Context: an optimization exercise on an open-source flow, tuned for a short achievable clock period and few clock cycles. The choices shown serve that exercise and are no tape-out recipe. Power and IR drop assume default switching activity.

// procesamiento
module procesamiento#(
		parameter n = 120,
		parameter m = 160,
		parameter AW = 15,
		parameter DW = 12
		)
		(
		clk,
		rst,
		init_procesamiento,
		proc_addr_in,
		proc_data_in,
		color,
		figure,
		done
   );
==> flow/config.mk <==
export PLATFORM = sky130hd
export DESIGN_NAME = procesamiento
export DESIGN_NICKNAME = procesamiento
export VERILOG_FILES = /design/flow/design.v
export SDC_FILE = /design/flow/constraint.sdc
export NUM_CORES = 4
export LEC_CHECK = 0
export ABC_CLOCK_PERIOD_IN_PS = 1500
export CAP_MARGIN = 20
export CORE_MARGIN = 2
export CORE_UTILIZATION = 40
export SETUP_SLACK_MARGIN = 3.0
export SLEW_MARGIN = 20
export TNS_END_PERCENT = 100
==> flow/constraint.sdc <==
create_clock -name core_clock -period 5.0 [get_ports {clk}]
set_input_delay 1.0000 -clock core_clock [delete_from_list [all_inputs] [get_ports {clk}]]
set_output_delay 1.0000 -clock core_clock [all_outputs]
set_load 0.01 [all_outputs]
run.sh (not shown) runs the stock make flow with config.mk's settings and CLKGATE_MAP_FILE= SYNTH_SCRIPT=/design/flow/synth_recipe.tcl, a recipe that flattens the netlist after the stock synthesis.
Next try:
Settings changed: SETUP_SLACK_MARGIN 3.0 to 3.5.
After rerunning:
- synthesized cell count stays the same
- non-clock buffer count rises by 134
- worst hold slack is worse by 0.017 ns
- final area rises by 19%
- core utilization rises by 9.2 points
- die area does not change
- via count rises by 9.7%
- sequential share of layout area falls by 5.6 points
- synthesized area is unchanged
- fmax falls by 0.61%
- worst setup slack is worse by 0.012 ns
Next try:
Settings changed: ABC_CLOCK_PERIOD_IN_PS 1500 to not set, SETUP_SLACK_MARGIN 3.5 to not set, TNS_END_PERCENT 100 to not set.
Result:
- The new run produced a clean layout
- via count goes down by 11%
- die area does not change
- power is lower by 10%
- worst setup slack got worse by 0.92 ns
- combinational power drops by 41%
- sequential cell count stays the same
- clock power decreases by 11%
- register-to-register slack gets worse by 0.87 ns
No run of this note included a check of the RTL's function; only the layout flow was run.

========
The RTL this note starts from:
==> flow/design.v <==
`timescale 10ns / 1ns
module procesamiento#(
		parameter n = 120,
		parameter m = 160,
		parameter AW = 15,
		parameter DW = 12
		)
		(
		clk,
		rst,
		init_procesamiento,
		proc_addr_in,
		proc_data_in,
		color,
		figure,
		done
   );
input clk;
input rst;
input init_procesamiento;
output reg [AW-1:0] proc_addr_in;
input [DW-1:0] proc_data_in;
output reg [1:0] color;
output reg [1:0] figure;
output reg done;
localparam [14:0] IDLE_ADDR = 15'd158;
reg busy, rdv;
reg s0, s1, sA, s159, s160;       
reg first, fin, lastrow;
reg [7:0] pc;
reg [5:0] r;
reg [14:0] addr_p1;              
reg [14:0] X;                    
reg [14:0] c_m1, c_0;            
reg [14:0] c_159;                
reg [14:0] an, am1n, a0n;        
reg Snz;                         
reg rf3, rf4, rf5, fin3, fin4, fin5, fin7;   
reg init_q;                      
wire start = ~busy & init_q;
wire rowend = (s159 & ~Snz) | s160;
always @(posedge clk) begin
	an   <= lastrow ? IDLE_ADDR : X + 15'd480;
	am1n <= lastrow ? 15'h7fff  : X + 15'd321;
	a0n  <= lastrow ? 15'd0     : X + 15'd322;
	c_159 <= X + 15'd1;
end
always @(posedge clk) init_q <= ~rst & init_procesamiento;
always @(posedge clk) begin
	proc_addr_in <= IDLE_ADDR;
	if (rst) begin
		busy <= 0; rdv <= 0;
		s0 <= 1; s1 <= 0; sA <= 0; s159 <= 0; s160 <= 0;
		first <= 1; fin <= 0; lastrow <= 0;
		pc <= 0; r <= 0;
		addr_p1 <= IDLE_ADDR + 15'd1;
		X <= IDLE_ADDR;
		c_m1 <= 15'h7fff;
		c_0 <= 15'd0;
	end else begin
		if (fin7) busy <= 0;
		if (rdv) begin
			if (s0) begin
				if (fin) begin
					rdv <= 0; first <= 1; fin <= 0; r <= 0; lastrow <= 0;
				end else begin
					s0 <= 0; s1 <= 1;
					proc_addr_in <= c_m1; addr_p1 <= c_0;
				end
			end
			if (s1) begin
				s1 <= 0; sA <= 1; pc <= 8'd2;
				proc_addr_in <= addr_p1; addr_p1 <= addr_p1 + 15'd1;
			end
			if (sA & ~s159) begin
				pc <= pc + 8'd1;
				s159 <= (pc == 8'd158);
				proc_addr_in <= addr_p1; addr_p1 <= addr_p1 + 15'd1;
			end
			if (s159 & Snz) begin
				sA <= 0; s159 <= 0; s160 <= 1;
				proc_addr_in <= c_159;
			end
			if (rowend) begin
				sA <= 0; s159 <= 0; s160 <= 0; s0 <= 1;
				proc_addr_in <= an;
				X <= an; c_m1 <= am1n; c_0 <= a0n;
				first <= 0;
				fin <= lastrow;
				r <= r + 6'd1;
				lastrow <= (r == 6'd38);
			end
		end else if (start) begin
			busy <= 1; rdv <= 1;
			s0 <= 0; s1 <= 1;
			proc_addr_in <= c_m1; addr_p1 <= c_0;
		end
	end
end
reg [11:0] d1;
reg f1_p0, f1_first, f1_fin, f1_pa, f1_p159, f1_p160;
wire v = rdv | start;
always @(posedge clk) begin
	d1 <= proc_data_in;
	f1_first <= first;
	f1_fin <= fin;
	if (rst) begin
		f1_p0 <= 0; f1_pa <= 0; f1_p159 <= 0; f1_p160 <= 0;
	end else begin
		f1_p0 <= v & s0;
		f1_pa <= rdv & sA;
		f1_p159 <= rdv & s159;
		f1_p160 <= rdv & s160;
	end
end
reg [11:0] t2, Sreg;
reg nz2, nz157, en2, re2, fin2, clr2;
wire nz1 = |d1;
wire en1 = (f1_pa & nz2) | f1_p160 | (f1_p0 & ~f1_first & nz157);
always @(posedge clk) begin
	nz2 <= nz1;
	t2 <= en1 ? (f1_p0 ? Sreg : d1) : 12'd0;
	if (f1_p0) begin Sreg <= d1; Snz <= nz1; end
	if (f1_p159) nz157 <= nz1;
	if (rst) begin
		en2 <= 0; re2 <= 0; fin2 <= 0; clr2 <= 0;
	end else begin
		en2 <= en1;
		re2 <= f1_p0 & ~f1_first;
		fin2 <= f1_p0 & f1_fin;
		clr2 <= f1_p0 & f1_first;
	end
end
reg [3:0] R0, R1, R2, G0, G1, G2, B0, B1, B2;
reg [4:0] R3, G3, B3;
reg Rk0, Rk1, Rk2, Gk0, Gk1, Gk2, Bk0, Bk1, Bk2;
reg [7:0] w, wb, wf, wprev;
reg wi, wvld, wgt;
reg [5:0] fv, am;
reg fin6;
always @(posedge clk) begin
	if (clr2) begin
		{Rk0, R0} <= 0; {Rk1, R1} <= 0; {Rk2, R2} <= 0; R3 <= 0;
		{Gk0, G0} <= 0; {Gk1, G1} <= 0; {Gk2, G2} <= 0; G3 <= 0;
		{Bk0, B0} <= 0; {Bk1, B1} <= 0; {Bk2, B2} <= 0; B3 <= 0;
		w <= 0;
	end else begin
		{Rk0, R0} <= R0 + t2[11:8];
		{Rk1, R1} <= R1 + Rk0;
		{Rk2, R2} <= R2 + Rk1;
		R3 <= R3 + Rk2;
		{Gk0, G0} <= G0 + t2[7:4];
		{Gk1, G1} <= G1 + Gk0;
		{Gk2, G2} <= G2 + Gk1;
		G3 <= G3 + Gk2;
		{Bk0, B0} <= B0 + t2[3:0];
		{Bk1, B1} <= B1 + Bk0;
		{Bk2, B2} <= B2 + Bk1;
		B3 <= B3 + Bk2;
		if (re2) w <= 0;
		else w <= w + en2;
	end
	if (re2) begin wb <= w; wi <= en2; end
	if (rf3) wf <= wb + wi;
	if (rf4) begin
		wvld <= wf > 8'd7;
		wgt <= wprev < wf;
	end
	if (clr2) begin
		fv <= 0; am <= 0; wprev <= 0;
	end else begin
		if (rf4) wprev <= wf;
		if (rf5 & wvld) begin
			fv <= fv + 6'd1;
			if (wgt) am <= am + 6'd1;
		end
	end
	if (rst) begin
		rf3 <= 0; rf4 <= 0; rf5 <= 0;
		fin3 <= 0; fin4 <= 0; fin5 <= 0; fin6 <= 0; fin7 <= 0;
	end else begin
		rf3 <= re2;
		rf4 <= rf3;
		rf5 <= rf4;
		fin3 <= fin2;
		fin4 <= fin3;
		fin5 <= fin4;
		fin6 <= fin5;
		fin7 <= fin6;
	end
end
wire [16:0] R = {R3, R2, R1, R0};
wire [16:0] G = {G3, G2, G1, G0};
wire [16:0] B = {B3, B2, B1, B0};
reg rg_h, rg_e, rg_l, gr_h, gr_l, rb_h, rb_e, rb_l, br_h, br_l, gb_h, gb_e, gb_l, bg_h, bg_l;
reg fa, fb, fz;
always @(posedge clk) begin
	rg_h <= R[16:8] > G[16:8]; gr_h <= G[16:8] > R[16:8]; rg_e <= R[16:8] == G[16:8];
	rg_l <= R[7:0] > G[7:0];   gr_l <= G[7:0] > R[7:0];
	rb_h <= R[16:8] > B[16:8]; br_h <= B[16:8] > R[16:8]; rb_e <= R[16:8] == B[16:8];
	rb_l <= R[7:0] > B[7:0];   br_l <= B[7:0] > R[7:0];
	gb_h <= G[16:8] > B[16:8]; bg_h <= B[16:8] > G[16:8]; gb_e <= G[16:8] == B[16:8];
	gb_l <= G[7:0] > B[7:0];   bg_l <= B[7:0] > G[7:0];
	fa <= fv >= am && am > (fv >> 1);
	fb <= (fv >> 1) >= am && am > (fv >> 2);
	fz <= fv > 0;
end
wire rg = rg_h | (rg_e & rg_l);
wire gr = gr_h | (rg_e & gr_l);
wire rb = rb_h | (rb_e & rb_l);
wire br = br_h | (rb_e & br_l);
wire gb = gb_h | (gb_e & gb_l);
wire bg = bg_h | (gb_e & bg_l);
always @(posedge clk) begin
	if (rst) begin
		done <= 0; color <= 0; figure <= 0;
	end else if (start) begin
		done <= 0;
	end else if (fin7) begin
		done <= 1;
		if (rg & rb) color <= 2'd1;
		else if (gr & gb) color <= 2'd2;
		else if (br & bg) color <= 2'd3;
		else color <= 2'd0;
		if (fa) figure <= 2'd1;
		else if (fb) figure <= 2'd2;
		else if (fz) figure <= 2'd3;
		else figure <= 2'd0;
	end
end
endmodule
==> flow/config.mk <==
export PLATFORM = sky130hd
export DESIGN_NAME = procesamiento
export DESIGN_NICKNAME = procesamiento
export VERILOG_FILES = /design/flow/design.v
export SDC_FILE = /design/flow/constraint.sdc
export NUM_CORES = 4
export LEC_CHECK = 0
export ABC_CLOCK_PERIOD_IN_PS = 1500
export CAP_MARGIN = 20
export CORE_MARGIN = 2
export CORE_UTILIZATION = 80
export PLACE_DENSITY = 0.9
export SETUP_SLACK_MARGIN = 3.5
export SLEW_MARGIN = 20
export TNS_END_PERCENT = 100
==> flow/constraint.sdc <==
create_clock -name core_clock -period 5.0 [get_ports {clk}]
set_input_delay 1.0000 -clock core_clock [delete_from_list [all_inputs] [get_ports {clk}]]
set_output_delay 1.0000 -clock core_clock [all_outputs]
set_load 0.01 [all_outputs]
The first run aborted during clock tree synthesis.
Change:
CORE_UTILIZATION = 40   (was 80)
PLACE_DENSITY = default   (was 0.9)
What happened:
- With this change the flow ran to the end with no violations
- area after synthesis does not change
- synthesized cell count does not change
Change:
CORE_UTILIZATION = 60   (was 40)
PLACE_DENSITY = 0.7   (was default)
What happened:
- wire length rises by 4.9%
- sequential share of layout area rises by 0.30 points
- count of clock-buffer cells in the layout falls by 2
- global-route usage rises by 8.1 points
- first-iteration DRC count rises by 72%
Function was not checked in any run of this note: the RTL went through the layout flow alone.

==> static timing again, ports no longer ideal <==
How much do the figures lean on ideal ports? The routed layouts below were timed once more, with nothing changed but the port constraints. Step 1: set_driving_cell puts a clkbuf_16 on clk and a buf_2 on each other input, an assumption about the parent block. Step 2 moves the port delays by t, midway between the first and last clock arrival at a register: inputs arrive t later, outputs are due t later. That takes back most of the time a late clock gives input paths. Slacks: ideal / step 1 / step 2; pairs: ideal / step 1.
| run | t (ns) | setup WS [ns] | clock arrival spread, ns | cell pins on the clock port's net |
|---|---|---|---|---|
| the first run of note 1 | 0.574 | 2.988 / 2.947 / 2.512 | 0.023 / 0.023 | 1 |
| the second run of note 1 | 0.575 | 2.976 / 2.925 / 2.633 | 0.038 / 0.037 | 1 |
| the third run of note 1 | 0.569 | 2.058 / 2.078 / 1.510 | 0.010 / 0.009 | 1 |
| the second run of note 2 | 0.602 | 2.966 / 2.911 / 2.893 | 0.031 / 0.032 | 1 |
| the third run of note 2 | 0.567 | 3.009 / 2.955 / 2.777 | 0.020 / 0.020 | 1 |
After both steps every run listed still meets setup and hold. The setup slack of the third run of note 1, which loses most, moves by +0.020 ns with the drivers and by -0.548 ns with both steps.
